From an optimization exercise on the open Yosys and OpenROAD flow, aimed at small area; shortcuts taken in it are not production practice.
The RTL was checked by simulation tests, not by an equivalence proof against the original design.
The flow treats the clock pin as an ideal source, which a real chip does not have.
No activity file was given, so power comes from the tool's default toggle rates.

## cipher
module cipher (
    input in,
    input [85:0] seq,
    input clock,
    input control,
    input reset,
    output out
);
clock: 5.0 ns
lec_check: 0
abc_area: 1
cap_margin: 20
core_margin: 2
core_utilization: 65
slew_margin: 20
standard.sh (not shown) runs the stock make flow with config.mk's settings and CLKGATE_MAP_FILE= SYNTH_SCRIPT=/design/flow/synth_recipe.tcl, a recipe that flattens the netlist after the stock synthesis.
==> flow/flow/run.sh <==
#!/bin/bash
# Own layout flow: the standard layout, with an area-oriented ABC mapping
# in synthesis and the ports buffered with the smallest buffer.
set -euo pipefail
W=$(pwd)
export MY_WORK=$W
export MY_ABC_SCRIPT=$W/flow/abc.script
bash standard.sh SYNTH_SCRIPT=$W/flow/synth.tcl \
  "BUFFER_PORTS_ARGS=-buffer_cell sky130_fd_sc_hd__buf_1" "CTS_ARGS=-sink_clustering_enable -repair_clock_nets -dont_use_dummy_load -buf_list sky130_fd_sc_hd__clkbuf_8 -sink_clustering_size 36 -sink_clustering_max_diameter 300" finish > $W/make_finish.log 2>&1
==> flow/flow/abc.script <==
strash
&get -n
&dch -f
&nf -R 1000
&put
topo
==> flow/flow/synth.tcl <==
# The standard flow's synthesis script, with the technology mapping of the logic done by
# a different ABC script (flow/abc.script, area-oriented). The registers and
# everything else are as synth_recipe.tcl makes them.
proc abc {args} {
  set out {}
  set skip 0
  foreach a $args {
    if {$skip} { set skip 0; continue }
    if {$a eq "-script"} {
      lappend out -script $::env(MY_ABC_SCRIPT)
      set skip 1
      continue
    }
    lappend out $a
  }
  yosys abc {*}$out
}
source $::env(MY_WORK)/synth_recipe.tcl
Then changed:
==> flow/flow/run.sh (replaced) <==
#!/bin/bash
# Own layout flow: the standard layout, with an area-oriented ABC mapping
# in synthesis and the ports buffered with the smallest buffer.
set -euo pipefail
W=$(pwd)
export MY_WORK=$W
export MY_ABC_SCRIPT=$W/flow/abc.script
bash standard.sh SYNTH_SCRIPT=$W/flow/synth.tcl \
  "BUFFER_PORTS_ARGS=-buffer_cell sky130_fd_sc_hd__buf_1" "CTS_ARGS=-sink_clustering_enable -repair_clock_nets -dont_use_dummy_load -buf_list sky130_fd_sc_hd__clkbuf_16 -sink_clustering_size 36 -sink_clustering_max_diameter 300" finish > $W/make_finish.log 2>&1
Outcome: Final area climbs by 3.0%. Global-route usage is higher by 3.7 points. Area after synthesis stays the same. Register-to-register slack got worse by 100 ps. Final cell count does not change. Power is higher by 12%. First-iteration DRC count increases by about 60%. Non-clock buffer count does not change. Wire length grows by about 15%. Clock-buffer cell count does not change. Via count rose by about 4%.
Then changed:
==> flow/flow/run.sh (replaced) <==
#!/bin/bash
# Own layout flow: the standard layout, with an area-oriented ABC mapping
# in synthesis and the ports buffered with the smallest buffer.
set -euo pipefail
W=$(pwd)
export MY_WORK=$W
export MY_ABC_SCRIPT=$W/flow/abc.script
bash standard.sh SYNTH_SCRIPT=$W/flow/synth.tcl \
  "BUFFER_PORTS_ARGS=-buffer_cell sky130_fd_sc_hd__buf_1" "CTS_ARGS=-sink_clustering_enable -repair_clock_nets -dont_use_dummy_load -buf_list {sky130_fd_sc_hd__clkbuf_2 sky130_fd_sc_hd__clkbuf_4}" finish > $W/make_finish.log 2>&1
=>
- routed wire length goes down by about a fifth
- utilization went down by 3.9 points
- synthesized area does not change
- first-iteration DRC count fell by well over a third
Then changed:
==> flow/flow/run.sh (replaced) <==
#!/bin/bash
# Own layout flow: the standard layout, with an area-oriented ABC mapping
# in synthesis and the ports buffered with the smallest buffer.
set -euo pipefail
W=$(pwd)
export MY_WORK=$W
export MY_ABC_SCRIPT=$W/flow/abc.script
bash standard.sh SYNTH_SCRIPT=$W/flow/synth.tcl \
  "BUFFER_PORTS_ARGS=-buffer_cell sky130_fd_sc_hd__buf_1" "CTS_ARGS=-sink_clustering_enable -repair_clock_nets -dont_use_dummy_load -buf_list sky130_fd_sc_hd__clkbuf_4" finish > $W/make_finish.log 2>&1
==> flow/flow/abc.script (replaced) <==
strash
&get -n
&dch -f
&nf -R 1000
&put
topo
stime -c
buffer -c
upsize -c
dnsize -c
Design area goes up by 0.42%.
Routed wire length goes up by 2.9%.
Sequential cell count does not change.
Die area goes up by 4.3%.
Area after synthesis goes up by 4.5%.
Global-route usage goes down by 0.87 points.
First-iteration DRC count goes up by 27%.
Via count goes up by 2.6%.
Cell count goes up by 0.53%.
Total power stays flat.
Then changed:
==> flow/flow/abc.script (replaced) <==
strash
&get -n
&dch -f
&nf -R 1000
&put
topo
Combinational power is about the same.
Routed wire length decreases by a few percent.
Core utilization increases by 4.7 points.
Design area decreases slightly.
Setup slack degrades by 92 ps.
Maximum frequency decreases by a few percent.
Clock skew increases by 25 ps.
Via count decreases by a few percent.

---

== exp/lagoon ==
cipher, a different RTL version from the one above (not shown whole).
Size: about 220 cells after synthesis, about 71 flip-flops, about 91 I/O pins, about 2800 um2 of cells after synthesis.
Settings: LEC_CHECK=0, ABC_AREA=1, CAP_MARGIN=20, CORE_MARGIN=2, CORE_UTILIZATION=65, SLEW_MARGIN=20, SYNTH_HIERARCHICAL=1; clock period 5.0 ns.
==> flow/flow/run.sh <==
#!/bin/bash
# Own layout flow: the standard layout, with an area-oriented ABC mapping
# in synthesis and the ports buffered with the smallest buffer.
set -euo pipefail
W=$(pwd)
export MY_WORK=$W
export MY_ABC_SCRIPT=$W/flow/abc.script
# The platform's don't-use cells, and the larger buffers, so that repair
# buffers high-fanout nets with small ones.
PLATFORM_DONT_USE=$(make -s -C "$FLOW_HOME" DESIGN_CONFIG=$W/config.mk WORK_HOME=$W/orfs print-DONT_USE_CELLS 2>/dev/null | sed -n 's/^DONT_USE_CELLS: //p')
[[ "$PLATFORM_DONT_USE" == *lpflow* ]] || { echo "no platform don't-use list"; exit 1; }
EXTRA_DONT_USE="sky130_fd_sc_hd__buf_4 sky130_fd_sc_hd__buf_6 sky130_fd_sc_hd__buf_8 sky130_fd_sc_hd__buf_12 sky130_fd_sc_hd__buf_16 sky130_fd_sc_hd__bufbuf_8 sky130_fd_sc_hd__bufbuf_16"
echo "platform dont-use: $PLATFORM_DONT_USE" > $W/dont_use.log
bash standard.sh SYNTH_SCRIPT=$W/flow/synth.tcl \
  "BUFFER_PORTS_ARGS=-buffer_cell sky130_fd_sc_hd__buf_1" "CTS_ARGS=-sink_clustering_enable -repair_clock_nets -dont_use_dummy_load -buf_list sky130_fd_sc_hd__clkbuf_4 -root_buf sky130_fd_sc_hd__clkbuf_8" "DONT_USE_CELLS=$PLATFORM_DONT_USE $EXTRA_DONT_USE" finish > $W/make_finish.log 2>&1
==> flow/flow/abc.script <==
strash
&get -n
&dch -f
&nf -R 1000
&put
topo
Scripts as last shown in full above: flow/flow/synth.tcl
For exp/quartz, these inputs were changed with respect to exp/lagoon:
-- flow/flow/run.sh --
<<< exp/lagoon, line 13
echo "platform dont-use: $PLATFORM_DONT_USE" > $W/dont_use.log
bash standard.sh SYNTH_SCRIPT=$W/flow/synth.tcl \
  "BUFFER_PORTS_ARGS=-buffer_cell sky130_fd_sc_hd__buf_1" "CTS_ARGS=-sink_clustering_enable -repair_clock_nets -dont_use_dummy_load -buf_list sky130_fd_sc_hd__clkbuf_4 -root_buf sky130_fd_sc_hd__clkbuf_8" "DONT_USE_CELLS=$PLATFORM_DONT_USE $EXTRA_DONT_USE" finish > $W/make_finish.log 2>&1
>>> exp/quartz, line 13
echo "platform dont-use: $PLATFORM_DONT_USE" > $W/dont_use.log
bash standard.sh SYNTH_SCRIPT=$W/flow/synth.tcl \
  "BUFFER_PORTS_ARGS=-buffer_cell sky130_fd_sc_hd__buf_1" "CTS_ARGS=-sink_clustering_enable -repair_clock_nets -dont_use_dummy_load -buf_list sky130_fd_sc_hd__clkbuf_4 -root_buf sky130_fd_sc_hd__clkbuf_16" "DONT_USE_CELLS=$PLATFORM_DONT_USE $EXTRA_DONT_USE" finish > $W/make_finish.log 2>&1
Findings:
Comparing exp/lagoon against exp/quartz, there is no change at all in worst-case setup slack after placement. In exp/quartz, sequential power is higher than in exp/lagoon. Taking exp/lagoon as 1.0, exp/quartz lands at 1.12 on power. Compare exp/quartz and exp/lagoon | met1 track demand over resource higher: exp/quartz. Relative to exp/lagoon, final area has increased by 100 um2 in exp/quartz. Worst-case setup margin in the final layout in exp/quartz is 0.086 ns below exp/lagoon.
[inputs] exp/maple vs exp/quartz
==> flow/flow/run.sh <==
#!/bin/bash
# Own layout flow: the standard layout, with an area-oriented ABC mapping
# in synthesis and the ports buffered with the smallest buffer.
set -euo pipefail
W=$(pwd)
export MY_WORK=$W
export MY_ABC_SCRIPT=$W/flow/abc.script
export MY_CLOCK_PORT=clock
# The platform's don't-use cells, and the larger buffers, so that repair
# buffers high-fanout nets with small ones.
PLATFORM_DONT_USE=$(make -s -C "$FLOW_HOME" DESIGN_CONFIG=$W/config.mk WORK_HOME=$W/orfs print-DONT_USE_CELLS 2>/dev/null | sed -n 's/^DONT_USE_CELLS: //p')
[[ "$PLATFORM_DONT_USE" == *lpflow* ]] || { echo "no platform don't-use list"; exit 1; }
EXTRA_DONT_USE="sky130_fd_sc_hd__buf_4 sky130_fd_sc_hd__buf_6 sky130_fd_sc_hd__buf_8 sky130_fd_sc_hd__buf_12 sky130_fd_sc_hd__buf_16 sky130_fd_sc_hd__bufbuf_8 sky130_fd_sc_hd__bufbuf_16"
echo "platform dont-use: $PLATFORM_DONT_USE" > $W/dont_use.log
bash standard.sh SYNTH_SCRIPT=$W/flow/synth.tcl \
  "BUFFER_PORTS_ARGS=-buffer_cell sky130_fd_sc_hd__buf_1" "CTS_ARGS=-sink_clustering_enable -repair_clock_nets -dont_use_dummy_load -buf_list sky130_fd_sc_hd__clkbuf_4" "DONT_USE_CELLS=$PLATFORM_DONT_USE $EXTRA_DONT_USE" "POST_CTS_TCL=$W/flow/post_cts.tcl" finish > $W/make_finish.log 2>&1
==> flow/flow/post_cts.tcl (new file) <==
# After clock tree synthesis: upsize the clock tree's root buffer (the one the
# clock port drives) to clkbuf_8, and every leaf buffer that drives more than
# 11 flip-flops, so that all flip-flop clock pins stay well inside the slew
# limit.
set block [ord::get_db_block]
set clk_net [$block findNet $::env(MY_CLOCK_PORT)]
set changed 0
proc upsize {inst why} {
  puts "Upsizing clock buffer [$inst getName] ($why) to sky130_fd_sc_hd__clkbuf_8"
  replace_cell [$inst getName] sky130_fd_sc_hd__clkbuf_8
}
foreach it [$clk_net getITerms] {
  set root [$it getInst]
  if {[[$root getMaster] getName] ne "sky130_fd_sc_hd__clkbuf_4"} { continue }
  upsize $root root
  incr changed
  foreach rit [$root getITerms] {
    if {![$rit isOutputSignal]} { continue }
    foreach lit [[$rit getNet] getITerms] {
      set leaf [$lit getInst]
      if {$leaf eq $root} { continue }
      if {[[$leaf getMaster] getName] ne "sky130_fd_sc_hd__clkbuf_4"} { continue }
      foreach oit [$leaf getITerms] {
        if {![$oit isOutputSignal]} { continue }
        set sinks [expr {[llength [[$oit getNet] getITerms]] - 1}]
        if {$sinks > 11} {
          upsize $leaf "$sinks sinks"
          incr changed
        }
      }
    }
  }
}
if {$changed} {
  detailed_placement
  check_placement -verbose
  estimate_parasitics -placement
}
- exp/quartz completed; timing, DRC and antenna clean
- No stage failed in exp/maple, and the final checks on the layout all came back clean.
- Compared with exp/quartz, in exp/maple power of the clock network has decreased, leakage power has decreased, area growth from synthesis to final layout has decreased.
- Setup slack in exp/maple is larger than in exp/quartz.
- On exp/maple: clock buffer and inverter area fraction after layout is 4.2 points lower than what exp/quartz gave.
- According to the power report, total power for exp/maple is lower than for exp/quartz.
- exp/maple -> exp/quartz: starting utilization of the core area delta 0, exact match
- In the final reports, the cell area of exp/maple is smaller than that of exp/quartz.
- Re measured slew at the worst slew-check pin: exp/quartz and exp/maple aren't equal, and the lower value belongs to exp/maple.
- Relative to exp/quartz, the via count of exp/maple is lower by about 3.6%.
Setup changes, exp/maple to exp/ember
==> flow/flow/run.sh <==
#!/bin/bash
# Own layout flow: the standard layout (standard.sh), with
#  - an area-oriented ABC mapping in synthesis (flow/synth.tcl, flow/abc.script);
#    the registers are the standard synthesis's;
#  - the ports buffered with the smallest buffer (buf_1);
#  - clock tree buffers clkbuf_4 without dummy loads, the root and any leaf
#    with more than 11 flip-flops upsized to clkbuf_8 (flow/post_cts.tcl);
#  - the larger buf_* cells kept out of repair, so that it buffers
#    high-fanout nets with small buffers.
# make's whole output goes to make_finish.log; ORFS keeps each step's log
# under orfs/logs/.
set -euo pipefail
W=$(pwd)
export MY_WORK=$W
export MY_ABC_SCRIPT=$W/flow/abc.script
export MY_CLOCK_PORT=clock
PLATFORM_DONT_USE=$(make -s -C "$FLOW_HOME" DESIGN_CONFIG=$W/config.mk WORK_HOME=$W/orfs print-DONT_USE_CELLS 2>/dev/null | sed -n 's/^DONT_USE_CELLS: //p')
[[ "$PLATFORM_DONT_USE" == *lpflow* ]] || { echo "no platform don't-use list"; exit 1; }
EXTRA_DONT_USE="sky130_fd_sc_hd__buf_4 sky130_fd_sc_hd__buf_6 sky130_fd_sc_hd__buf_8 sky130_fd_sc_hd__buf_12 sky130_fd_sc_hd__buf_16 sky130_fd_sc_hd__bufbuf_8 sky130_fd_sc_hd__bufbuf_16"
echo "platform dont-use: $PLATFORM_DONT_USE" > $W/dont_use.log
bash standard.sh SYNTH_SCRIPT=$W/flow/synth.tcl \
  "BUFFER_PORTS_ARGS=-buffer_cell sky130_fd_sc_hd__buf_1" \
  "CTS_ARGS=-sink_clustering_enable -repair_clock_nets -dont_use_dummy_load -buf_list sky130_fd_sc_hd__clkbuf_4" \
  "DONT_USE_CELLS=$PLATFORM_DONT_USE $EXTRA_DONT_USE" \
  "POST_CTS_TCL=$W/flow/post_cts.tcl" \
  finish > $W/make_finish.log 2>&1
-- flow/flow/post_cts.tcl --
<<< exp/maple, line 27
          upsize $leaf "$sinks sinks"
          incr changed
        }
      }
>>> exp/ember, line 27
          upsize $leaf "$sinks sinks"
          incr changed
        } elseif {$sinks <= 6} {
          puts "Downsizing clock buffer [$leaf getName] ($sinks sinks) to sky130_fd_sc_hd__clkbuf_2"
          replace_cell [$leaf getName] sky130_fd_sc_hd__clkbuf_2
          incr changed
        }
      }
### Flow results
exp/ember ended with every stage complete and zero timing, DRC or antenna violations.
Proportion of power drawn by combinational gates: exp/maple vs exp/ember, no meaningful difference
In terms of fraction of area in clock buffers and inverters, exp/maple and exp/ember differ only marginally.
Between exp/maple and exp/ember, the difference in fraction of standard cell area that is sequential is negligible.
Between exp/ember and exp/maple, the fmax figures differ only marginally.
Total power: exp/maple vs exp/ember, no meaningful difference

-- port drivers added, routing unchanged --
In the flow no input, the clock included, has a driving cell. The finished layouts below were timed again as built, in two steps. Step 1: set_driving_cell puts a clkbuf_16 on clock and a buf_2 on each other input, an assumption about the parent block. Step 2 adds t to the input delays and takes it off the output delays; t is the mean of the earliest and latest rising clock arrival at the registers after step 1. Input paths then give back, and output paths get back, about the clock's delay inside the block. a / b / c = ideal / step 1 / step 2; a / b = the first two.
run	t (ns)	setup WS [ns]	worst slew at a driven data input, ns
the first run of note 1	0.349	1.912 / 1.892 / 1.892	0.05
the second run of note 1	0.349	1.925 / 1.906 / 1.906	0.06
the third run of note 1	0.397	1.925 / 1.906 / 1.906	0.05
the fourth run of note 1	0.417	2.016 / 1.997 / 1.997	0.05
the fifth run of note 1	0.397	1.925 / 1.906 / 1.906	0.05
exp/lagoon	0.354	1.483 / 1.483 / 1.483	0.04
exp/quartz	0.350	1.397 / 1.397 / 1.397	0.04
exp/maple	0.353	1.543 / 1.543 / 1.543	0.04
exp/ember	0.350	1.549 / 1.549 / 1.549	0.04
After both steps setup and hold are still met in every run listed. The setup slack of the first run of note 1, which loses most, moves by -0.020 ns with the drivers and by -0.020 ns with both steps.
